What follows belongs to an exercise in optimizing a design on an open flow for small area; a production flow would make more cautious choices.
In this exercise RTL edits were held to simulation tests only and were not proved equivalent to the original.

==> flow/design.v <==
module clmul_school #(parameter N = 4) (
  input  wire [N-1:0]   a,
  input  wire [N-1:0]   b,
  output reg  [2*N-2:0] p
);
  integer i, j;
  always @* begin
    p = {(2*N-1){1'b0}};
    for (i = 0; i < N; i = i + 1)
      for (j = 0; j < N; j = j + 1)
        p[i+j] = p[i+j] ^ (a[i] & b[j]);
  end
endmodule
module clmul_kara #(parameter N = 128, parameter LEAF = 4) (
  input  wire [N-1:0]   a,
  input  wire [N-1:0]   b,
  output wire [2*N-2:0] p
);
  generate
    if (N <= LEAF) begin : g_leaf
      clmul_school #(.N(N)) u_s (.a(a), .b(b), .p(p));
    end else begin : g_kara
      localparam M = N / 2;
      wire [2*M-2:0] l, h, d;
      clmul_kara #(.N(M), .LEAF(LEAF)) u_l (.a(a[M-1:0]), .b(b[M-1:0]), .p(l));
      clmul_kara #(.N(M), .LEAF(LEAF)) u_h (.a(a[N-1:M]), .b(b[N-1:M]), .p(h));
      clmul_kara #(.N(M), .LEAF(LEAF)) u_d (.a(a[M-1:0] ^ a[N-1:M]),
                                            .b(b[M-1:0] ^ b[N-1:M]), .p(d));
      wire [M-1:0] s    = {1'b0, l[2*M-2:M]} ^ h[M-1:0];
      wire [M-1:0] blk1 = s ^ (l[M-1:0] ^ d[M-1:0]);
      wire [M-1:0] blk2 = s ^ {1'b0, h[2*M-2:M] ^ d[2*M-2:M]};
      assign p = {h[2*M-2:M], blk2, blk1, l[M-1:0]};
    end
  endgenerate
endmodule
module mul_128_module (
  input  wire         clk,
  input  wire [127:0] A,
  input  wire [127:0] B,
  output wire [255:0] mul_128,
  input  wire         In_Busy,
  output reg          Out_Busy
);
  wire [254:0] prod;
  reg  [254:0] prod_q;
  clmul_kara #(.N(128), .LEAF(4)) u_mul (.a(A), .b(B), .p(prod));
  always @(posedge clk) begin
    prod_q   <= prod;
    Out_Busy <= In_Busy;
  end
  assign mul_128 = {1'b0, prod_q};
endmodule
==> flow/flow/run.sh <==
#!/bin/bash
set -euo pipefail
here=$(pwd)
export DONT_BUFFER_PORTS=1
export PRE_GLOBAL_PLACE_TCL=$here/flow/pre_gpl.tcl
export FLOW_ABC_SCRIPT=$here/flow/abc_xor.script
sed "s#SYNTH_SCRIPT=[^ ]*#SYNTH_SCRIPT=$here/flow/synth.tcl#" standard.sh > own_standard.sh
grep -q "SYNTH_SCRIPT=$here/flow/synth.tcl" own_standard.sh
bash own_standard.sh > standard.log 2>&1
==> flow/flow/abc_xor.script <==
strash
&get -n
&st
&dch -f
&nf -R 1000
&put
&get -n
&st
&dch
&nf -R 1000
&put
topo
==> flow/flow/pre_gpl.tcl <==
# Before global placement: drop the buffers ABC added, bring ABC's upsized
# gates back to their smallest size (repair_design and repair_timing size
# them up again where needed), then buffer the ports with plain buffers.
remove_buffers
foreach inst [get_cells *] {
  set ref [get_property $inst ref_name]
  if {[regexp {^(sky130_fd_sc_hd__(?:xor2|xnor2|nand2|nor2|and2|or2|mux2|mux2i|inv))_[2-9]$} $ref -> base]} {
    replace_cell $inst [get_lib_cells ${base}_1]
  }
}
buffer_ports -inputs -buffer_cell sky130_fd_sc_hd__buf_4
buffer_ports -outputs -buffer_cell sky130_fd_sc_hd__buf_1
==> flow/flow/synth.tcl <==
proc synth {args} { yosys synth -nofsm -noshare {*}$args }
proc abc {args} {
  set i [lsearch -exact $args -script]
  if {$i >= 0} { lset args [expr {$i + 1}] $::env(FLOW_ABC_SCRIPT) }
  yosys abc {*}$args
}
source $::env(SCRIPTS_DIR)/synth.tcl
# left out here: clear keep_hierarchy, flatten, clean up, hide names made inside functions, write 1_2_yosys.v
==> flow/standard.sh <==
#!/bin/bash
# synth_recipe.tcl (not shown) runs the flow's synth.tcl, then flattens the netlist and writes it again
# the make line also repeats each setting of config.mk as NAME=value (left out here)
make -C /OpenROAD-flow-scripts/flow DESIGN_CONFIG=/design/flow/config.mk WORK_HOME=/design/flow/orfs CLKGATE_MAP_FILE= SYNTH_SCRIPT=/design/flow/synth_recipe.tcl "${@:-finish}"
==> flow/config.mk <==
export PLATFORM = sky130hd
export DESIGN_NAME = mul_128_module
export DESIGN_NICKNAME = mul_128_module
export VERILOG_FILES = /design/flow/design.v
export SDC_FILE = /design/flow/constraint.sdc
export NUM_CORES = 4
export LEC_CHECK = 0
export CAP_MARGIN = 20
export CORE_MARGIN = 2
export CORE_UTILIZATION = 50
export GPL_TIMING_DRIVEN = 0
export SETUP_SLACK_MARGIN = 0.7
export SLEW_MARGIN = 20
==> flow/constraint.sdc <==
create_clock -name core_clock -period 8.0 [get_ports {clk}]
set_input_delay 1.6000 -clock core_clock [delete_from_list [all_inputs] [get_ports {clk}]]
set_output_delay 1.6000 -clock core_clock [all_outputs]
set_load 0.01 [all_outputs]
==> impl_metrics.env, run 1 <==
export IMPL_status="complete, but fails checks"
export IMPL_violations="max-capacitance violations, negative setup slack"
export IMPL_fin_crit_ps=8164
export IMPL_whs_ps=1035
export IMPL_hpwl_um=421600
export IMPL_route_vias_total=90340
export IMPL_synth_area_top_cells="xnor2_1, nor2_1, xor2_1"
export IMPL_grt_pass1_wl_um=693000
export IMPL_hold_viol=0
export IMPL_clk_root_buffer_cell="clkbuf_16"
export IMPL_area_growth_pct=12.60
export IMPL_first_iter_violations=15390
export IMPL_core_area_um2=173800
export IMPL_drt_wl_total_um=519800
export IMPL_viasPerCell=6.058
export IMPL_highest_layer="met5"
export IMPL_endpoint_kind="flip-flop"
export IMPL_numPortBuffers=513
export IMPL_slew_headroom=0.0001837
export IMPL_drcViolationCount=0
export IMPL_start_util=0.5028
export IMPL_maxCapViolations=1
export IMPL_drv_slew=0
export IMPL_floorplan_die_width_um=422.1
export IMPL_cts_buffers=24
export IMPL_worstMarginPinSlew_ps=1489
export IMPL_grt_use_total=0.5578
export IMPL_critPathMaxFanout=9
export IMPL_fin_tns_setup_ps=-163.9
export IMPL_cts_tree="done"
export IMPL_cts_max_level=1
export IMPL_dieArea_um2=178200
export IMPL_num_io_pins=515
export IMPL_cts_clk_slew_worst_paths_ps=70
export IMPL_rows=153
export IMPL_ys_ff_latch=256
export IMPL_drive_gt1_frac=0.06193
export IMPL_placedInstanceArea_um2=96610
export IMPL_netlist_area_leader_share=0.6521
export IMPL_die_h_um=422.1
export IMPL_nNetsFinal=12800
export IMPL_met3RoutedLength_um=83030
export IMPL_overflow=0
export IMPL_layout_setup_ws_ps=-163.9
export IMPL_post_route_cell_area_um2=98410
export IMPL_ys_types=15
export IMPL_wirelength_met1_um=177200
export IMPL_setup_viol_count_final=1
export IMPL_finalCritPeriodShare=1.020
export IMPL_synth_avg_cell_area_um2=7.376
export IMPL_hold_path_class="primary input to flip-flop"
export IMPL_dp_slack_ps=-1018
export IMPL_synthesis_nets=12110
export IMPL_arrival_ps=8600
export IMPL_synthesis_area_um2=87400
export IMPL_cts_sinks=256
export IMPL_met2_length_um=195000
export IMPL_antenna_found_initial=12
export IMPL_yosysWarnings=2
export IMPL_syn_instance_count=11850
export IMPL_fmax_ghz=0.1225
export IMPL_worstHoldStart="In_Busy"
export IMPL_rsz0062_at_grt="true"
export IMPL_ys_seq_area_frac=0.05864
export IMPL_routabilityCongestion=1.180
export IMPL_routedWlPerCell_um=34.86
export IMPL_start_kind="primary input"
export IMPL_holdPathStages=1
export IMPL_grt_pass1_vias=84180
export IMPL_hold_end="Out_Busy$_DFF_P_"
export IMPL_ant_nets=0
export IMPL_clockBufferDepth=3
export IMPL_path_class="primary input to flip-flop"
export IMPL_synth_largest_area_cell="xnor2_1"
export IMPL_grt_max_degree=19
export IMPL_drt_pass1_iterations=11
export IMPL_crit_required_ps=8440
-- stage by stage --
step,instances,util
3_5_place_dp,14840,0.5558
2_1_floorplan,11850,-
6_report,14910,0.5662
4_1_cts,14880,0.5623
5_1_grt,14890,0.5659
3_3_place_gp,14690,0.5361
-- flip-flops by register name, summed over array words and instances (netlist names) --
register / cells
prod_q: 255
Out_Busy: 1
-- synth_stat cells (all sizes together) --
cell    count
nand2b     10
xnor3      12
dfxtp     256
nor2     3309
xor2     1158
nor2b      23
xor3        2
or2        15
o22a        1
buf         1
nand2     529
xnor2    6507
a21oi       1
clkinv     25
conb        1
-- cell type report --
cell class	count	area [um^2]
Multi-Input combinational cell	11570	84610
Fill cell	16690	75410
Sequential cell	256	5125
Timing Repair Buffer	669	4716
Tap cell	2325	2909
Clock buffer	27	653.1
Clock inverter	17	245.2
Inverter	25	93.84
Antenna cell	25	62.56
-- worst max-delay path, stage by stage --
cell	delay, ps
buf_4	200
xnor2_2	600
buf_6	300
nor2_1	80
xnor2_1	140
xnor2_1	850
xnor2_1	240
xnor2_2	790
xor2_1	170
xnor2_1	950
xnor2_1	530
xor2_1	850
xnor2_1	450
xnor2_1	780
-- placed cells by master (no fill, tap or decap), types with 2 or more instances in the layout --
master / synthesis / routed
bufinv_16: 0 / 4
buf_4: 1 / 261
xnor2_2: 0 / 302
inv_6: 0 / 2
buf_6: 0 / 127
xor3_1: 2 / 2
clkbuf_8: 0 / 2
xnor2_4: 0 / 2
or2_0: 15 / 15
nand2b_1: 10 / 10
diode_2: 0 / 25
xnor3_1: 12 / 12
nor2_1: 3309 / 3309
buf_1: 0 / 256
xor2_1: 1158 / 1141
xor2_2: 0 / 17
clkinv_2: 0 / 2
buf_8: 0 / 24
clkbuf_16: 0 / 25
clkinvlp_4: 0 / 5
clkinv_1: 25 / 25
clkinv_8: 0 / 3
dfxtp_1: 256 / 256
nand2_1: 529 / 529
nor2b_1: 23 / 23
xnor2_1: 6507 / 6203
-- metal layers --
| layer | GRT usage | vias to the layer above |
|---|---|---|
| met5 | 0.05000 | - |
| met4 | 0.5173 | 28 |
| met3 | 0.2625 | 2608 |
| met2 | 0.7498 | 7933 |
| met1 | 0.6404 | 42580 |
| li1 | - | 37190 |
-- cell families after synthesis --
family	count (synthesis)	share of synthesized area
compound gates	2	0.0001574
xor+xnor	7679	0.7717
other cells	1	0.00004291
simple gates	3886	0.1683
buf+inv	26	0.001160
flops	256	0.05864
-- repair_timing --
item / 4_1_cts / 5_1_grt
hold buffers: 0 / 0
cloned: 0 / 0
gates resized for setup: 30 / 7
setup endpoints to repair: 3 / 4
setup buffers: 0 / 0
-- how the worst max path moves through the flow --
stage,slack [ps],startpoint,endpoint
after global placement,-1740,B[34],prod_q[158]$_DFF_P_
after floorplan,2890,A[2],prod_q[127]$_DFF_P_
after CTS,620,B[93],prod_q[127]$_DFF_P_
after global routing,510,B[33],prod_q[127]$_DFF_P_
after detailed placement,-1020,A[18],prod_q[127]$_DFF_P_
final,-160,B[61],prod_q[127]$_DFF_P_
==> inputs of run 2 (changes only) <==
--- a/flow/flow/run.sh
+++ b/flow/flow/run.sh
@@ -3,6 +3,7 @@
 here=$(pwd)
 export DONT_BUFFER_PORTS=1
 export PRE_GLOBAL_PLACE_TCL=$here/flow/pre_gpl.tcl
+export LAYER_PARASITICS_FILE=$here/flow/rc.tcl
 export FLOW_ABC_SCRIPT=$here/flow/abc_xor.script
 sed "s#SYNTH_SCRIPT=[^ ]*#SYNTH_SCRIPT=$here/flow/synth.tcl#" standard.sh > own_standard.sh
 grep -q "SYNTH_SCRIPT=$here/flow/synth.tcl" own_standard.sh
--- a/flow/flow/pre_gpl.tcl
+++ b/flow/flow/pre_gpl.tcl
@@ -8,5 +8,5 @@
     replace_cell $inst [get_lib_cells ${base}_1]
   }
 }
-buffer_ports -inputs -buffer_cell sky130_fd_sc_hd__buf_4
+buffer_ports -inputs -buffer_cell sky130_fd_sc_hd__buf_2
 buffer_ports -outputs -buffer_cell sky130_fd_sc_hd__buf_1
==> flow/flow/rc.tcl (new file) <==
# sky130hd's setRC.tcl with wire capacitance x1.2 and resistance x1.1:
# the extracted parasitics of this design's routed nets run above the
# global-route estimate, so timing repair aims at the real loads.
set_layer_rc -layer li1 -capacitance 1.79880e-04 -resistance 7.89360e-02
set_layer_rc -layer met1 -capacitance 2.06850e-04 -resistance 9.82190e-04
set_layer_rc -layer met2 -capacitance 1.63480e-04 -resistance 9.82190e-04
set_layer_rc -layer met3 -capacitance 2.57954e-04 -resistance 1.72370e-04
set_layer_rc -layer met4 -capacitance 1.77754e-04 -resistance 1.72370e-04
set_layer_rc -layer met5 -capacitance 1.84904e-04 -resistance 1.95910e-05

set_layer_rc -via mcon -resistance 9.249146E-3
set_layer_rc -via via -resistance 4.5E-3
set_layer_rc -via via2 -resistance 3.368786E-3
set_layer_rc -via via3 -resistance 0.376635E-3
set_layer_rc -via via4 -resistance 0.00580E-3

set_wire_rc -signal -layer met1
set_wire_rc -clock -layer met3

--- a/flow/config.mk
+++ b/flow/config.mk
@@ -9,5 +9,5 @@
 export CORE_MARGIN = 2
 export CORE_UTILIZATION = 50
 export GPL_TIMING_DRIVEN = 0
-export SETUP_SLACK_MARGIN = 0.7
+export SETUP_SLACK_MARGIN = 0.15
 export SLEW_MARGIN = 20
==> run 2 against run 1 <==
  * Now clean on timing, DRC and antenna
  * Core utilization increased by 0.99 points
  * Hold slack gained 26 ps
  * Critical path depth up 1
  * Clock-buffer cell count rose by 11
  * Flip-flop and latch count did not move
  * Via count shrank 0.31%
  * Highest routed layer unchanged
==> impl_metrics.env, run 2 <==
export IMPL_status="no timing/DRC/antenna violations"
export IMPL_yosysWarnings=2
export IMPL_post_synth_fa_ha_maj_area_fraction=0
export IMPL_cts_clk_slew_worst_paths_ps=60
export IMPL_yosys_cell_count_top_type="xnor2_1"
export IMPL_yosys_top_cells_count="xnor2_1, nor2_1, xor2_1, nand2_1, dfxtp_1"
export IMPL_endpoint_kind="flip-flop"
export IMPL_synth_compound_area_frac=0.0001575
export IMPL_worstMarginPinSlew_ps=1358
export IMPL_grt_pass1_vias=84600
export IMPL_ys_ff_latch=256
export IMPL_async_reset_ff_frac=0
export IMPL_largest_register="prod_q"
export IMPL_top_regs="prod_q: 255 flops, Out_Busy: 1 flops"
export IMPL_syn_instance_count=11850
export IMPL_dieArea_um2=178200
export IMPL_maxCapViolations=0
export IMPL_routabilityCongestion=1.195
export IMPL_netlist_area_leader_share=0.6521
export IMPL_path_class="primary input to flip-flop"
export IMPL_fin_crit_ps=7853
export IMPL_antenna_found_initial=33
export IMPL_cts_hold_buf=0
export IMPL_cts_sinks=256
export IMPL_hold_end="Out_Busy$_DFF_P_"
export IMPL_final_cell_mix="xnor2_1, nor2_1, xor2_1"
export IMPL_finalCritPeriodShare=0.9816
export IMPL_cp_cell_sequence="buf_2 > xnor2_2 > xor2_2 > nor2_1 > xnor2_1 > xnor2_2 > xnor2_1 > xnor2_2 > xnor2_1 > xnor2_1 > xnor2_2 > xnor2_1 > xnor2_1 > xnor3_1 > xnor2_1"
export IMPL_route_vias_total=90060
export IMPL_ys_types=15
export IMPL_holdPathStages=1
export IMPL_cts_max_level=1
export IMPL_drv_slew=0
export IMPL_setup_viol_count_final=0
export IMPL_start_kind="primary input"
export IMPL_drive_gt1_frac=0.07958
export IMPL_cts_buffers=27
export IMPL_synth_avg_cell_area_um2=7.376
export IMPL_floorplan_die_width_um=422.1
export IMPL_layout_setup_ws_ps=146.9
export IMPL_viasPerCell=6.007
export IMPL_grt_use_total=0.5583
export IMPL_largest_register_ff_count=255
export IMPL_arrival_ps=8290
export IMPL_hold_viol=0
export IMPL_cpMaxStageDelayCell="xnor2_2"
export IMPL_worstHoldStart="In_Busy"
export IMPL_grt_pass1_wl_um=693800
export IMPL_core_area_um2=173800
export IMPL_synthesis_nets=12110
export IMPL_routedWlPerCell_um=34.41
export IMPL_synth_simple_gate_area_frac=0.1683
export IMPL_rows=153
export IMPL_final_util=0.5761
export IMPL_start_util=0.5028
export IMPL_area_growth_pct=14.57
export IMPL_synthesis_area_um2=87400
export IMPL_numPortBuffers=513
export IMPL_synth_top_family_by_area="XOR/XNOR gates"
export IMPL_num_io_pins=515
export IMPL_grt_max_degree=16
export IMPL_synth_xor_area_share=0.7717
export IMPL_ant_nets=0
export IMPL_first_iter_violations=13750
export IMPL_slew_headroom=0.09017
export IMPL_clk_root_buffer_cell="clkbuf_16"
export IMPL_die_h_um=422.1
export IMPL_nNetsFinal=12880
export IMPL_synth_area_top_cells="xnor2_1, nor2_1, xor2_1"
export IMPL_hold_path_class="primary input to flip-flop"
export IMPL_fmax_ghz=0.1273
export IMPL_critPathTopFamily="XOR/XNOR gates"
export IMPL_cts_tree="done"
export IMPL_drcViolationCount=0
export IMPL_synth_main_ff_cell="dfxtp_1"
export IMPL_drt_pass1_iterations=11
export IMPL_drt_wl_total_um=515900
export IMPL_max_stage_delay_ps=870
export IMPL_synth_edff_count=0
export IMPL_final_common_cell="xnor2_1"
export IMPL_hpwl_um=415100
export IMPL_cpMostUsedCell="xnor2_1"
export IMPL_synth_area_mux_share=0
export IMPL_crit_required_ps=8440
export IMPL_dp_slack_ps=-110.9
export IMPL_ys_seq_area_frac=0.05864
export IMPL_overflow=0
export IMPL_critPathMaxFanout=9
export IMPL_cts_setup_buffers=0
export IMPL_path_buf_inv=1
export IMPL_clockBufferDepth=3
export IMPL_synth_largest_area_cell="xnor2_1"
export IMPL_rsz0062_at_grt="true"
-- run 2: cell counts after synthesis --
Identical to the previous run, type by type.
-- run 2: cell families (layout without fill, tap and decap cells) --
| kind of cell | count (synthesis) | in the layout |
|---|---|---|
| buffers and inverters | 26 | 817 |
| AOI/OAI and AO/OA | 2 | 2 |
| DFF | 256 | 256 |
| and+or+nand+nor | 3886 | 3886 |
| other | 1 | 29 |
| xor gates and xnor gates | 7679 | 7679 |
-- run 2: metrics by stage --
stage / hold WS (ps) / setup TNS [ps] / area [um^2] / std cells
floorplan: 1628 / 0 / 87400 / 11850
global placement: 1703 / -113550 / 92550 / 14690
detailed placement: 1704 / -110.9 / 97920 / 14890
CTS: 1019 / 0 / 98930 / 14940
global route: 1027 / 0 / 100100 / 14980
finish: 1061 / 0 / 100100 / 14990
-- run 2: per-layer routing --
| metal | vias up | share of wire | track usage |
|---|---|---|---|
| li1 | 37310 | - | - |
| met1 | 42330 | 0.34 | 0.6181 |
| met2 | 7639 | 0.38 | 0.7550 |
| met3 | 2737 | 0.16 | 0.2871 |
| met4 | 40 | 0.13 | 0.5252 |
| met5 | - | 0.0036 | 0.06909 |
-- run 2: area by class of cell --
cell class              count  area (um^2)
well taps                2325         2909
multi-input cells       11570        85860
repair buffers            743         5087
diodes                     28        70.07
fillers                 16560        73690
clock buffers              38        787.0
clock inverters            11        196.4
flip-flops and latches    256         5125
inverters                  25        93.84
-- run 2: worst max-delay path by stage --
stage	startpoint	endpoint	slack [ps]	cells after the start
2_1_floorplan	A[2]	prod_q[127]$_DFF_P_	2890	14
3_3_place_gp	B[34]	prod_q[158]$_DFF_P_	-3510	15
3_5_place_dp	B[26]	prod_q[127]$_DFF_P_	-110	14
4_1_cts	A[37]	prod_q[127]$_DFF_P_	130	15
5_1_grt	A[66]	prod_q[127]$_DFF_P_	30	15
6_report	B[65]	prod_q[127]$_DFF_P_	150	15
-- run 2: timing repair --
action,4_1_cts,5_1_grt
setup endpoints to repair,2,5
pin swaps,0,0
gates resized for setup,4,14
==> inputs of run 3 (changes only) <==
--- a/flow/flow/pre_gpl.tcl
+++ b/flow/flow/pre_gpl.tcl
@@ -8,5 +8,5 @@
     replace_cell $inst [get_lib_cells ${base}_1]
   }
 }
-buffer_ports -inputs -buffer_cell sky130_fd_sc_hd__buf_2
+buffer_ports -inputs -buffer_cell sky130_fd_sc_hd__buf_4
 buffer_ports -outputs -buffer_cell sky130_fd_sc_hd__buf_1
==> flow/flow/rc.tcl (replaced) <==
# sky130hd's setRC.tcl with wire capacitance x1.3 and resistance x1.2:
# the extracted parasitics of this design's routed nets run about 20-30%
# above the global-route estimate, so timing repair aims at the real loads.
set_layer_rc -layer li1 -capacitance 1.94870e-04 -resistance 8.61120e-02
set_layer_rc -layer met1 -capacitance 2.24088e-04 -resistance 1.07148e-03
set_layer_rc -layer met2 -capacitance 1.77103e-04 -resistance 1.07148e-03
set_layer_rc -layer met3 -capacitance 2.79451e-04 -resistance 1.88040e-04
set_layer_rc -layer met4 -capacitance 1.92566e-04 -resistance 1.88040e-04
set_layer_rc -layer met5 -capacitance 2.00313e-04 -resistance 2.13720e-05

set_layer_rc -via mcon -resistance 9.249146E-3
set_layer_rc -via via -resistance 4.5E-3
set_layer_rc -via via2 -resistance 3.368786E-3
set_layer_rc -via via3 -resistance 0.376635E-3
set_layer_rc -via via4 -resistance 0.00580E-3

set_wire_rc -signal -layer met1
set_wire_rc -clock -layer met3

==> run 3 against run 2 <==
  * Still clean
  * Global-route usage increased by 0.13 points
  * Non-clock buffer count rose by 18
  * Hold slack worse by 77 ps
  * Die area stayed put
  * Wire length rose by 0.77%
  * Sequential share of layout area fell by 0.059 points
  * First-iteration DRC count up 5.6%
  * Largest cell class unchanged
==> impl_metrics.env, run 3 <==
export IMPL_synth_area_top_cells="xnor2_1, nor2_1, xor2_1"
export IMPL_cts_clk_slew_worst_paths_ps=60
export IMPL_whs_ps=984.6
export IMPL_routedWlPerCell_um=34.64
export IMPL_status="no timing/DRC/antenna violations"
export IMPL_drive_gt1_frac=0.08387
export IMPL_synth_edff_count=0
export IMPL_worstMarginPinSlew_ps=1197
export IMPL_cp_cell_sequence="buf_4 > xnor2_2 > xnor2_1 > nor2_1 > xnor2_1 > xnor2_1 > xnor2_1 > xnor2_1 > xnor2_1 > xnor2_1 > xnor2_1 > xnor2_2 > xnor3_1 > xnor2_1"
export IMPL_final_cell_mix="xnor2_1, nor2_1, xor2_1"
export IMPL_fin_crit_ps=7617
export IMPL_placedInstanceArea_um2=99160
export IMPL_cts_sinks=256
export IMPL_cts_tree="done"
export IMPL_routabilityCongestion=1.180
export IMPL_fin_tns_setup_ps=0
export IMPL_cpMaxStageDelayCell="xnor2_1"
export IMPL_critPathMaxFanout=9
export IMPL_slew_headroom=0.1978
export IMPL_start_util=0.5028
export IMPL_grt_use_total=0.5595
export IMPL_finalCritPeriodShare=0.9521
export IMPL_start_kind="primary input"
export IMPL_grt_pass1_wl_um=695800
export IMPL_viasPerCell=6.041
export IMPL_clk_root_buffer_cell="clkbuf_16"
export IMPL_overflow=0
export IMPL_fmax_ghz=0.1313
export IMPL_die_h_um=422.1
export IMPL_core_area_um2=173800
export IMPL_yosys_top_cells_count="xnor2_1, nor2_1, xor2_1, nand2_1, dfxtp_1"
export IMPL_crit_start="A[29]"
export IMPL_route_vias_total=90660
export IMPL_worstHoldStart="In_Busy"
export IMPL_path_class="primary input to flip-flop"
export IMPL_max_stage_delay_ps=990
export IMPL_crit_required_ps=8480
export IMPL_area_growth_pct=15.90
export IMPL_final_util=0.5828
export IMPL_synth_largest_area_cell="xnor2_1"
export IMPL_hold_viol=0
export IMPL_rsz0062_at_grt="true"
export IMPL_final_common_cell="xnor2_1"
export IMPL_largest_register="prod_q"
export IMPL_ant_nets=0
export IMPL_yosys_cell_count_top_type="xnor2_1"
export IMPL_post_route_cell_area_um2=101300
export IMPL_dieArea_um2=178200
export IMPL_cts_hold_buf=0
export IMPL_first_iter_violations=14520
export IMPL_syn_instance_count=11850
export IMPL_async_reset_ff_frac=0
export IMPL_drv_slew=0
export IMPL_largest_register_ff_count=255
export IMPL_ys_ff_latch=256
export IMPL_hold_path_class="primary input to flip-flop"
export IMPL_cts_max_level=1
export IMPL_drcViolationCount=0
export IMPL_grt_pass1_vias=85190
export IMPL_arrival_ps=8090
export IMPL_endpoint_kind="flip-flop"
export IMPL_synthesis_area_um2=87400
export IMPL_num_io_pins=515
export IMPL_yosysWarnings=2
export IMPL_drt_pass1_iterations=13
export IMPL_rows=153
export IMPL_hpwl_um=424200
export IMPL_critPathTopFamily="XOR/XNOR gates"
export IMPL_synth_main_ff_cell="dfxtp_1"
export IMPL_synthesis_nets=12110
export IMPL_ys_seq_area_frac=0.05864
export IMPL_drt_wl_total_um=519900
export IMPL_top_regs="prod_q: 255 flops, Out_Busy: 1 flops"
export IMPL_synth_avg_cell_area_um2=7.376
export IMPL_setup_viol_count_final=0
export IMPL_cts_buffers=29
export IMPL_floorplan_die_width_um=422.1
export IMPL_grt_max_degree=16
export IMPL_ys_types=15
export IMPL_clockBufferDepth=3
export IMPL_cts_setup_buffers=0
export IMPL_antenna_found_initial=14
export IMPL_netlist_area_leader_share=0.6521
export IMPL_numPortBuffers=513
export IMPL_maxCapViolations=0
export IMPL_nNetsFinal=12900
export IMPL_cpMostUsedCell="xnor2_1"
export IMPL_path_buf_inv=1
## run 3: cell type report
| type | count | area (um^2) |
|---|---|---|
| multi-input combinational | 11570 | 86180 |
| fill | 16400 | 72520 |
| timing repair buffer | 761 | 5914 |
| sequential | 256 | 5125 |
| tap | 2325 | 2909 |
| clock buffer | 37 | 805.8 |
| clock inverter | 16 | 216.5 |
| inverter | 25 | 93.84 |
| antenna | 20 | 50.05 |
## run 3: cells by family after synthesis
group                     count (synthesis)  share of synthesized area
xor gates and xnor gates               7679                     0.7717
and+or+nand+nor                        3886                     0.1683
DFF                                     256                    0.05864
buffers and inverters                    26                   0.001160
AOI/OAI and AO/OA                         2                  0.0001574
other                                     1                 0.00004291
## run 3: through the flow
stage / instances / worst slack [ps]
6_report: 15010 / 383.4
5_1_grt: 14990 / 12.30
4_1_cts: 14980 / 155.0
3_5_place_dp: 14920 / -93.24
3_3_place_gp: 14690 / -3256
2_1_floorplan: 11850 / 2893
## run 3: timing repair
item | CTS | global route
endpoints found under the hold margin | 0 | 0
cloned | 0 | 0
resized for setup | 17 | 5
setup endpoints to repair | 1 | 3
## run 3: layer usage
metal | global-route usage | share of wire | wire length (um) | vias up
met5 | 0.05618 | 0.0022 | 1158 | -
met4 | 0.5245 | 0.13 | 65710 | 26
met3 | 0.2679 | 0.16 | 84220 | 2753
met2 | 0.7527 | 0.37 | 193400 | 7916
met1 | 0.6367 | 0.34 | 175400 | 42600
li1 | - | - | - | 37370
## run 3: path summary, 6_finish.rpt
| check | to | slack [ps] | cells past startpoint |
|---|---|---|---|
| min | Out_Busy$_DFF_P_ | 980 | 1 |
| max | prod_q[127]$_DFF_P_ | 380 | 14 |
==> inputs of run 4 (changes only) <==
--- a/flow/config.mk
+++ b/flow/config.mk
@@ -5,9 +5,9 @@
 export SDC_FILE = /design/flow/constraint.sdc
 export NUM_CORES = 4
 export LEC_CHECK = 0
-export CAP_MARGIN = 20
+export CAP_MARGIN = 8
 export CORE_MARGIN = 2
 export CORE_UTILIZATION = 50
 export GPL_TIMING_DRIVEN = 0
 export SETUP_SLACK_MARGIN = 0.15
-export SLEW_MARGIN = 20
+export SLEW_MARGIN = 8
==> run 4 against run 3 <==
  * Largest cell class unchanged
  * Clock-buffer cell count is 2 lower
  * Critical path type unchanged
  * Critical path depth increased by 1
  * Still clean on timing, DRC and antenna
  * Synthesized cell count unchanged
==> impl_metrics.env, run 4 <==
export IMPL_netlist_area_leader_share=0.6521
export IMPL_rsz0062_at_grt="false"
export IMPL_clk_root_buffer_cell="clkbuf_16"
export IMPL_synth_edff_count=0
export IMPL_syn_instance_count=11850
export IMPL_largest_register_ff_count=255
export IMPL_drv_slew=0
export IMPL_synthesis_nets=12110
export IMPL_whs_ps=1030
export IMPL_hold_path_class="primary input to flip-flop"
export IMPL_async_reset_ff_frac=0
export IMPL_cts_clk_slew_worst_paths_ps=60
export IMPL_cts_hold_buf=0
export IMPL_cts_max_level=1
export IMPL_viasPerCell=6.027
export IMPL_instances_no_fill=14960
export IMPL_drt_wl_total_um=518700
export IMPL_multi_input_area_um2=85080
export IMPL_finalCritPeriodShare=0.9164
export IMPL_yosysWarnings=2
export IMPL_start_kind="primary input"
export IMPL_worstMarginPinSlew_ps=1334
export IMPL_first_iter_violations=14340
export IMPL_ant_nets=0
export IMPL_ys_types=15
export IMPL_final_util=0.5745
export IMPL_seq_area_um2=5125
export IMPL_final_common_cell="xnor2_1"
export IMPL_hold_end="Out_Busy$_DFF_P_"
export IMPL_grt_use_total=0.5567
export IMPL_overflow=0
export IMPL_ys_seq_area_frac=0.05864
export IMPL_highest_layer="met5"
export IMPL_status="no timing/DRC/antenna violations"
export IMPL_rows=153
export IMPL_yosys_top_cells_count="xnor2_1, nor2_1, xor2_1, nand2_1, dfxtp_1"
export IMPL_drt_pass1_iterations=9
export IMPL_routabilityCongestion=1.180
export IMPL_met2_length_um=195100
export IMPL_dp_cells=14870
export IMPL_cts_setup_buffers=0
export IMPL_path_class="primary input to flip-flop"
export IMPL_start_util=0.5028
export IMPL_grt_pass1_wl_um=691900
export IMPL_drive_gt1_frac=0.07014
export IMPL_fillers=16520
export IMPL_routedWlPerCell_um=34.66
export IMPL_area_growth_pct=14.26
export IMPL_synth_largest_area_cell="xnor2_1"
export IMPL_worstHoldStart="In_Busy"
export IMPL_crit_required_ps=8560
export IMPL_die_h_um=422.1
export IMPL_core_area_um2=173800
export IMPL_numPortBuffers=513
export IMPL_floorplan_die_width_um=422.1
export IMPL_arrival_ps=7890
export IMPL_synth_area_top_cells="xnor2_1, nor2_1, xor2_1"
export IMPL_cts_sinks=256
export IMPL_slew_headroom=0.1042
export IMPL_yosys_cell_count_top_type="xnor2_1"
export IMPL_fin_crit_ps=7331
export IMPL_wirelength_met1_um=175900
export IMPL_antenna_found_initial=21
export IMPL_clockBufferDepth=3
export IMPL_num_io_pins=515
export IMPL_top_regs="prod_q: 255 flops, Out_Busy: 1 flops"
export IMPL_route_vias_total=90190
export IMPL_synth_main_ff_cell="dfxtp_1"
export IMPL_synth_avg_cell_area_um2=7.376
export IMPL_cts_tree="done"
export IMPL_grt_pass1_vias=84460
export IMPL_nNetsFinal=12850
export IMPL_dieArea_um2=178200
export IMPL_grt_max_degree=16
export IMPL_cts_buffers=29
export IMPL_hold_viol=0
export IMPL_largest_register="prod_q"
export IMPL_synthesis_area_um2=87400
export IMPL_critPathMaxFanout=9
export IMPL_hpwl_um=422500
export IMPL_endpoint_kind="flip-flop"
export IMPL_maxCapViolations=0
export IMPL_holdPathStages=1
export IMPL_final_cell_mix="xnor2_1, nor2_1, xor2_1"
export IMPL_met3RoutedLength_um=83410
export IMPL_fmax_ghz=0.1364
export IMPL_drcViolationCount=0
export IMPL_ys_ff_latch=256
export IMPL_setup_viol_count_final=0
[run 4: cell type report]
class,count,share of cell area
clock buffer,35,0.007793
multi-input combinational,11570,0.8519
tap,2325,0.02913
antenna,22,0.0005513
inverter,25,0.0009397
sequential,256,0.05132
clock inverter,18,0.002318
timing repair buffer,715,0.05601
[run 4: repair_timing]
| action | CTS | global route |
|---|---|---|
| pin swaps | 0 | 1 |
| cloned | 0 | 0 |
| hold endpoints to repair | 0 | 0 |
| endpoints found under the setup margin | 4 | 5 |
| resized for setup | 44 | 12 |
[run 4: worst max-delay path by stage]
| stage | start | to | slack (ps) | cells past startpoint |
|---|---|---|---|---|
| 2_1_floorplan | A[2] | prod_q[127]$_DFF_P_ | 2890 | 14 |
| 3_3_place_gp | A[5] | prod_q[127]$_DFF_P_ | -3260 | 15 |
| 3_5_place_dp | A[18] | prod_q[127]$_DFF_P_ | -980 | 15 |
| 4_1_cts | A[57] | prod_q[127]$_DFF_P_ | 130 | 15 |
| 5_1_grt | A[49] | prod_q[126]$_DFF_P_ | 150 | 16 |
| 6_report | A[34] | prod_q[127]$_DFF_P_ | 670 | 15 |
[run 4: cell families after synthesis]
group,share of synthesized area
AND/OR/NAND/NOR,0.1683
flip-flops,0.05864
AO/OA/AOI/OAI,0.0001574
other,0.00004291
XOR/XNOR,0.7717
buffers and inverters,0.001160
[run 4: critical path: stages]
cell and delay, ps:
buf_4 350, xor2_2 590, buf_6 260, xor2_1 700, nor2_1 110, xnor2_1 170
xnor2_1 780, xnor2_1 190, xnor2_1 180, xnor2_1 630, xnor2_1 200, xnor3_1 350
xor2_1 770, xnor2_1 460, xnor2_2 500
[run 4: stage by stage]
stage	worst slack, ps	setup TNS, ps	instance area (um^2)
2_1_floorplan	2893	0	87400
3_3_place_gp	-3256	-132710	93190
3_5_place_dp	-984.6	-984.6	97640
4_1_cts	130.7	0	98980
5_1_grt	152.9	0	99830
6_report	668.9	0	99860
[run 4: per-layer routing]
metal | vias up | global-route usage
met5 | - | 0.05027
met4 | 28 | 0.5248
met3 | 2614 | 0.2663
met2 | 7844 | 0.7504
met1 | 42410 | 0.6318
li1 | 37290 | -
==> inputs of run 5 (changes only) <==
--- a/flow/flow/pre_gpl.tcl
+++ b/flow/flow/pre_gpl.tcl
@@ -8,5 +8,5 @@
     replace_cell $inst [get_lib_cells ${base}_1]
   }
 }
-buffer_ports -inputs -buffer_cell sky130_fd_sc_hd__buf_4
+buffer_ports -inputs -buffer_cell sky130_fd_sc_hd__buf_2
 buffer_ports -outputs -buffer_cell sky130_fd_sc_hd__buf_1
--- a/flow/config.mk
+++ b/flow/config.mk
@@ -8,6 +8,7 @@
 export CAP_MARGIN = 8
 export CORE_MARGIN = 2
 export CORE_UTILIZATION = 50
+export CTS_BUF_LIST = sky130_fd_sc_hd__clkbuf_8
 export GPL_TIMING_DRIVEN = 0
 export SETUP_SLACK_MARGIN = 0.15
 export SLEW_MARGIN = 8
==> run 5 against run 4 <==
  * Non-clock buffer count up 33
  * First-iteration DRC count down 3.2%
  * Design area about the same
  * Area after synthesis unchanged
  * Die area unchanged
  * Via count down 0.18%
==> impl_metrics.env, run 5 <==
export IMPL_rows=153
export IMPL_grt_use_total=0.5579
export IMPL_gr_usage_met3=0.2895
export IMPL_cpMostUsedCell="xnor2_1"
export IMPL_critPathMaxFanout=9
export IMPL_antenna_found_initial=25
export IMPL_grt_pass1_vias=84700
export IMPL_cts_max_level=2
export IMPL_clk_root_buffer_cell="clkbuf_8"
export IMPL_worstHoldStart="In_Busy"
export IMPL_post_route_cell_area_um2=99830
export IMPL_worstMarginPinSlew_ps=1301
export IMPL_layout_setup_ws_ps=573.5
export IMPL_num_io_pins=515
export IMPL_holdPathStages=1
export IMPL_netlist_area_leader_share=0.6521
export IMPL_core_area_um2=173800
export IMPL_yosys_top_cells_count="xnor2_1, nor2_1, xor2_1, nand2_1, dfxtp_1"
export IMPL_syn_instance_count=11850
export IMPL_arrival_ps=7920
export IMPL_ys_ff_latch=256
export IMPL_final_cell_mix="xnor2_1, nor2_1, xor2_1"
export IMPL_cts_clk_slew_worst_paths_ps=60
export IMPL_cts_sinks=256
export IMPL_cts_buffers=43
export IMPL_placedInstanceArea_um2=97640
export IMPL_synthesis_nets=12110
export IMPL_crit_required_ps=8490
export IMPL_routedWlPerCell_um=34.24
export IMPL_path_buf_inv=1
export IMPL_synth_main_ff_cell="dfxtp_1"
export IMPL_setup_viol_count_final=0
export IMPL_numPortBuffers=513
export IMPL_grt_busiest_layer="met2"
export IMPL_cts_setup_buffers=0
export IMPL_area_growth_pct=14.23
export IMPL_drt_pass1_iterations=10
export IMPL_cts_tree="done"
export IMPL_use_met1=0.6171
export IMPL_drive_gt1_frac=0.07589
export IMPL_dp_cells=14890
export IMPL_dieArea_um2=178200
export IMPL_max_stage_delay_ps=970
export IMPL_ys_types=15
export IMPL_synth_edff_count=0
export IMPL_cts_hold_buf=0
export IMPL_synth_area_top_cells="xnor2_1, nor2_1, xor2_1"
export IMPL_overflow=0
export IMPL_hold_end="Out_Busy$_DFF_P_"
export IMPL_final_common_cell="xnor2_1"
export IMPL_async_reset_ff_frac=0
export IMPL_hpwl_um=414900
export IMPL_slew_headroom=0.1263
export IMPL_synth_avg_cell_area_um2=7.376
export IMPL_cp_cell_sequence="buf_2 > nand2_1 > xnor2_1 > xnor2_2 > xnor2_1 > xnor2_1 > xnor2_1 > xnor2_1 > xnor2_1 > xor2_1 > xnor2_1 > xnor2_1 > xor2_1"
export IMPL_start_util=0.5028
export IMPL_drt_wl_total_um=514700
export IMPL_first_iter_violations=13890
export IMPL_cpMaxStageDelayCell="xnor2_1"
export IMPL_nNetsFinal=12900
export IMPL_floorplan_die_width_um=422.1
export IMPL_route_vias_total=90030
export IMPL_ant_nets=0
export IMPL_grt_max_degree=14
export IMPL_top_regs="prod_q: 255 flops, Out_Busy: 1 flops"
export IMPL_yosysWarnings=2
export IMPL_start_kind="primary input"
export IMPL_whs_ps=962.0
export IMPL_grt_pass1_wl_um=695300
export IMPL_instances_no_fill=15030
export IMPL_fmax_ghz=0.1347
export IMPL_use_met2=0.7581
export IMPL_hold_path_class="primary input to flip-flop"
export IMPL_die_h_um=422.1
export IMPL_synth_largest_area_cell="xnor2_1"
export IMPL_maxCapViolations=0
export IMPL_viasPerCell=5.989
export IMPL_routabilityCongestion=1.195
export IMPL_status="no timing/DRC/antenna violations"
export IMPL_yosys_cell_count_top_type="xnor2_1"
export IMPL_largest_register_ff_count=255
export IMPL_clockBufferDepth=3
export IMPL_dp_slack_ps=-449.3
export IMPL_hold_viol=0
export IMPL_finalCritPeriodShare=0.9283
export IMPL_synthesis_area_um2=87400
export IMPL_endpoint_kind="flip-flop"
export IMPL_critPathTopFamily="XOR/XNOR gates"
export IMPL_drcViolationCount=0
export IMPL_ys_seq_area_frac=0.05864
export IMPL_largest_register="prod_q"
export IMPL_drv_slew=0
export IMPL_path_class="primary input to flip-flop"
export IMPL_fin_crit_ps=7426
export IMPL_rsz0062_at_grt="false"
run 5: changes by cell type in the layout (fill, tap and decap cells not counted), moves of 6 or more:
cell / before / now
buf_6: 130 / 97
clkbuf_8: 3 / 58
xnor2_1: 6152 / 6140
buf_2: 0 / 257
diode_2: 22 / 31
buf_8: 56 / 114
clkbuf_16: 30 / 0
clkinv_2: 2 / 11
xnor2_2: 350 / 364
xor2_1: 1137 / 1131
buf_4: 259 / 7
run 5: layout make-up:
cell class | instances | area (um^2)
clock buffers | 57 | 784.5
clock inverters | 22 | 153.9
diodes | 31 | 77.57
inverters | 25 | 93.84
well taps | 2325 | 2909
fillers | 16720 | 73990
repair buffers | 748 | 5468
multi-input cells | 11570 | 85220
flip-flops and latches | 256 | 5125
run 5: metrics by stage:
stage	setup TNS [ps]	util
2_1_floorplan	0	-
3_3_place_gp	-153080	0.5324
3_5_place_dp	-449.3	0.5617
4_1_cts	0	0.5675
5_1_grt	0	0.5741
6_report	0	0.5744
run 5: how the worst max path moves through the flow:
| stage | from | endpoint | slack, ps | cells past startpoint |
|---|---|---|---|---|
| 2_1_floorplan | A[2] | prod_q[127]$_DFF_P_ | 2890 | 14 |
| 3_3_place_gp | B[34] | prod_q[158]$_DFF_P_ | -4080 | 15 |
| 3_5_place_dp | A[25] | prod_q[127]$_DFF_P_ | -450 | 14 |
| 4_1_cts | A[27] | prod_q[127]$_DFF_P_ | 20 | 14 |
| 5_1_grt | B[29] | prod_q[144]$_DFF_P_ | 140 | 15 |
| 6_report | A[65] | prod_q[111]$_DFF_P_ | 570 | 13 |
run 5: metal layers:
| metal | routed length (um) | part of all wire | vias to the layer above |
|---|---|---|---|
| li1 | - | - | 37400 |
| met1 | 173900 | 0.34 | 42300 |
| met2 | 196200 | 0.38 | 7630 |
| met3 | 79840 | 0.16 | 2673 |
| met4 | 63710 | 0.12 | 28 |
| met5 | 1019 | 0.0020 | - |
run 5: logic make-up after synthesis:
| family | Yosys count | share of synthesized area |
|---|---|---|
| compound gates | 2 | 0.0001574 |
| xor+xnor | 7679 | 0.7717 |
| buf+inv | 26 | 0.001160 |
| flops | 256 | 0.05864 |
| other cells | 1 | 0.00004291 |
| simple gates | 3886 | 0.1683 |
run 5: what timing repair did:
action | 4_1_cts | 5_1_grt
endpoints found under the setup margin | 6 | 15
pin swaps | 0 | 2
resized for setup | 10 | 28
==> inputs of run 6 (changes only) <==
--- a/flow/flow/pre_gpl.tcl
+++ b/flow/flow/pre_gpl.tcl
@@ -8,5 +8,5 @@
     replace_cell $inst [get_lib_cells ${base}_1]
   }
 }
-buffer_ports -inputs -buffer_cell sky130_fd_sc_hd__buf_2
+buffer_ports -inputs -buffer_cell sky130_fd_sc_hd__buf_4
 buffer_ports -outputs -buffer_cell sky130_fd_sc_hd__buf_1
==> flow/config.mk (replaced) <==
export PLATFORM = sky130hd
export DESIGN_NAME = mul_128_module
export DESIGN_NICKNAME = mul_128_module
export VERILOG_FILES = /design/flow/design.v
export SDC_FILE = /design/flow/constraint.sdc
export NUM_CORES = 4
export LEC_CHECK = 0
export CAP_MARGIN = 3
export CORE_MARGIN = 2
export CORE_UTILIZATION = 50
export GPL_TIMING_DRIVEN = 0
export SETUP_SLACK_MARGIN = 0.0
export SLEW_MARGIN = 3
==> run 6 against run 5 <==
  * Still clean
  * Synthesized cell count stayed put
  * Wire length grew 0.76%
  * Critical path depth up 2
  * Global-route usage fell by 0.21 points
==> impl_metrics.env, run 6 <==
export IMPL_ys_ff_latch=256
export IMPL_netlist_area_leader_share=0.6521
export IMPL_numPortBuffers=513
export IMPL_synth_edff_count=0
export IMPL_overflow=0
export IMPL_cts_hold_buf=0
export IMPL_layout_setup_ws_ps=275.7
export IMPL_rows=153
export IMPL_ys_types=15
export IMPL_hold_viol=0
export IMPL_maxCapViolations=0
export IMPL_ys_seq_area_frac=0.05864
export IMPL_fmax_ghz=0.1295
export IMPL_arrival_ps=8260
export IMPL_grt_use_total=0.5559
export IMPL_synthesis_area_um2=87400
export IMPL_drt_wl_total_um=518600
export IMPL_synthesis_nets=12110
export IMPL_synth_area_top_cells="xnor2_1, nor2_1, xor2_1"
export IMPL_crit_required_ps=8530
export IMPL_cts_tree="done"
export IMPL_final_cell_mix="xnor2_1, nor2_1, xor2_1"
export IMPL_rsz0062_at_grt="true"
export IMPL_largest_register="prod_q"
export IMPL_grt_max_degree=15
export IMPL_async_reset_ff_frac=0
export IMPL_synth_largest_area_cell="xnor2_1"
export IMPL_clockBufferDepth=3
export IMPL_crit_start="B[16]"
export IMPL_largest_register_ff_count=255
export IMPL_first_iter_violations=14470
export IMPL_drive_gt1_frac=0.06491
export IMPL_num_io_pins=515
export IMPL_slew_headroom=0.04571
export IMPL_drv_slew=0
export IMPL_ant_nets=0
export IMPL_drcViolationCount=0
export IMPL_fin_crit_ps=7724
export IMPL_cts_buffers=29
export IMPL_yosys_cell_count_top_type="xnor2_1"
export IMPL_synth_main_ff_cell="dfxtp_1"
export IMPL_grt_pass1_vias=84560
export IMPL_drt_pass1_iterations=12
export IMPL_whs_ps=1031
export IMPL_final_common_cell="xnor2_1"
export IMPL_die_h_um=422.1
export IMPL_core_area_um2=173800
export IMPL_route_vias_total=89940
export IMPL_routabilityCongestion=1.180
export IMPL_synth_avg_cell_area_um2=7.376
export IMPL_floorplan_die_width_um=422.1
export IMPL_hold_path_class="primary input to flip-flop"
export IMPL_status="no timing/DRC/antenna violations"
export IMPL_cts_sinks=256
export IMPL_path_class="primary input to flip-flop"
export IMPL_critPathMaxFanout=9
export IMPL_start_util=0.5028
export IMPL_antenna_found_initial=20
export IMPL_setup_viol_count_final=0
export IMPL_grt_pass1_wl_um=691100
export IMPL_max_stage_delay_ps=870
export IMPL_cpMaxStageDelayCell="xnor2_1"
export IMPL_cp_cell_sequence="buf_4 > xnor2_2 > xnor2_1 > nor2_1 > xnor2_1 > xnor2_2 > xnor2_1 > xnor2_2 > xnor2_1 > xnor2_1 > xnor2_1 > xnor2_1 > xnor2_2 > xnor3_1 > xnor2_1"
export IMPL_top_regs="prod_q: 255 flops, Out_Busy: 1 flops"
export IMPL_yosysWarnings=2
export IMPL_hpwl_um=421700
export IMPL_start_kind="primary input"
export IMPL_fin_tns_setup_ps=0
export IMPL_endpoint_kind="flip-flop"
export IMPL_viasPerCell=6.013
export IMPL_finalCritPeriodShare=0.9655
export IMPL_worstHoldStart="In_Busy"
export IMPL_syn_instance_count=11850
export IMPL_fillers=16630
export IMPL_critPathTopFamily="XOR/XNOR gates"
export IMPL_nNetsFinal=12840
export IMPL_clk_root_buffer_cell="clkbuf_16"
export IMPL_cpMostUsedCell="xnor2_1"
export IMPL_yosys_top_cells_count="xnor2_1, nor2_1, xor2_1, nand2_1, dfxtp_1"
export IMPL_dieArea_um2=178200
export IMPL_cts_max_level=1
export IMPL_area_growth_pct=14.02
export IMPL_path_buf_inv=1
export IMPL_routedWlPerCell_um=34.67
export IMPL_worstMarginPinSlew_ps=1421
export IMPL_cts_clk_slew_worst_paths_ps=60
export IMPL_dp_slack_ps=-1102
[run 6: per-layer routing]
metal / part of all wire / wire length, um / GRT usage
met5: 0.0018 / 928 / 0.04328
met1: 0.34 / 177500 / 0.6298
met2: 0.38 / 196700 / 0.7553
met3: 0.16 / 80950 / 0.2652
met4: 0.12 / 62580 / 0.5161
[run 6: metrics by stage]
stage / area (um^2) / instances / utilization
after global routing: 99620 / 14940 / 0.5731
after detailed placement: 97510 / 14860 / 0.5610
after global placement: 93190 / 14690 / 0.5361
after CTS: 98780 / 14910 / 0.5683
after floorplan: 87400 / 11850 / -
final: 99650 / 14960 / 0.5733
[run 6: final cells by class]
cell class / instances / area (um^2) / area share
antenna: 31 / 77.57 / 0.0007784
clock buffer: 41 / 860.8 / 0.008638
clock inverter: 13 / 173.9 / 0.001745
inverter: 25 / 93.84 / 0.0009417
multi-input combinational: 11570 / 84620 / 0.8492
sequential: 256 / 5125 / 0.05143
tap: 2325 / 2909 / 0.02919
timing repair buffer: 700 / 5791 / 0.05811
[run 6: final timing paths]
check	endpoint	slack (ps)	depth (start not counted)
worst max-delay path	prod_q[127]$_DFF_P_	280	15
worst min-delay path	Out_Busy$_DFF_P_	1030	1
[run 6: cell families after synthesis]
kind of cell              after synthesis  synth area share
AOI/OAI and AO/OA                       2         0.0001574
xor gates and xnor gates             7679            0.7717
buffers and inverters                  26          0.001160
DFF                                   256           0.05864
other                                   1        0.00004291
and+or+nand+nor                      3886            0.1683
[run 6: timing repair]
action,in CTS,in global routing
buffers inserted,0,0
gates resized for setup,32,22
endpoints found under the setup margin,4,5

separate check: timing with driven ports:
The flow's constraints put no driver on any port. The routed layouts listed below were extracted and timed again, unchanged, in two steps.
Step 1 assumes that a clkbuf_16 drives the clock port and a buf_2 every other input.
Step 2 also shifts input and output timing later by t, the mid clock arrival at the registers, as if the neighbouring blocks saw the same clock.
a / b / c = no drivers / after step 1 / after step 2; a / b = the first two.
run | shift t [ns] | slack for setup (ns) | clock arrival spread, ns | slew at the worst register clock pin (ns)
run 1 | 0.734 | -0.164 / -0.098 / -0.832 | 0.076 / 0.076 | 0.09 / 0.09
run 2 | 0.725 | 0.147 / 0.217 / -0.508 | 0.026 / 0.026 | 0.08 / 0.08
run 3 | 0.797 | 0.383 / 0.461 / -0.336 | 0.092 / 0.091 | 0.09 / 0.09
run 4 | 0.782 | 0.669 / 0.730 / -0.052 | 0.042 / 0.042 | 0.08 / 0.08
run 5 | 0.810 | 0.574 / 0.618 / -0.192 | 0.118 / 0.118 | 0.07 / 0.07
run 6 | 0.774 | 0.276 / 0.302 / -0.472 | 0.051 / 0.051 | 0.08 / 0.08
Met with ideal ports but missed after step 2: setup timing in 5 of these runs. The setup slack of run 5, which loses most, moves by +0.044 ns with the drivers and by -0.766 ns with both steps.
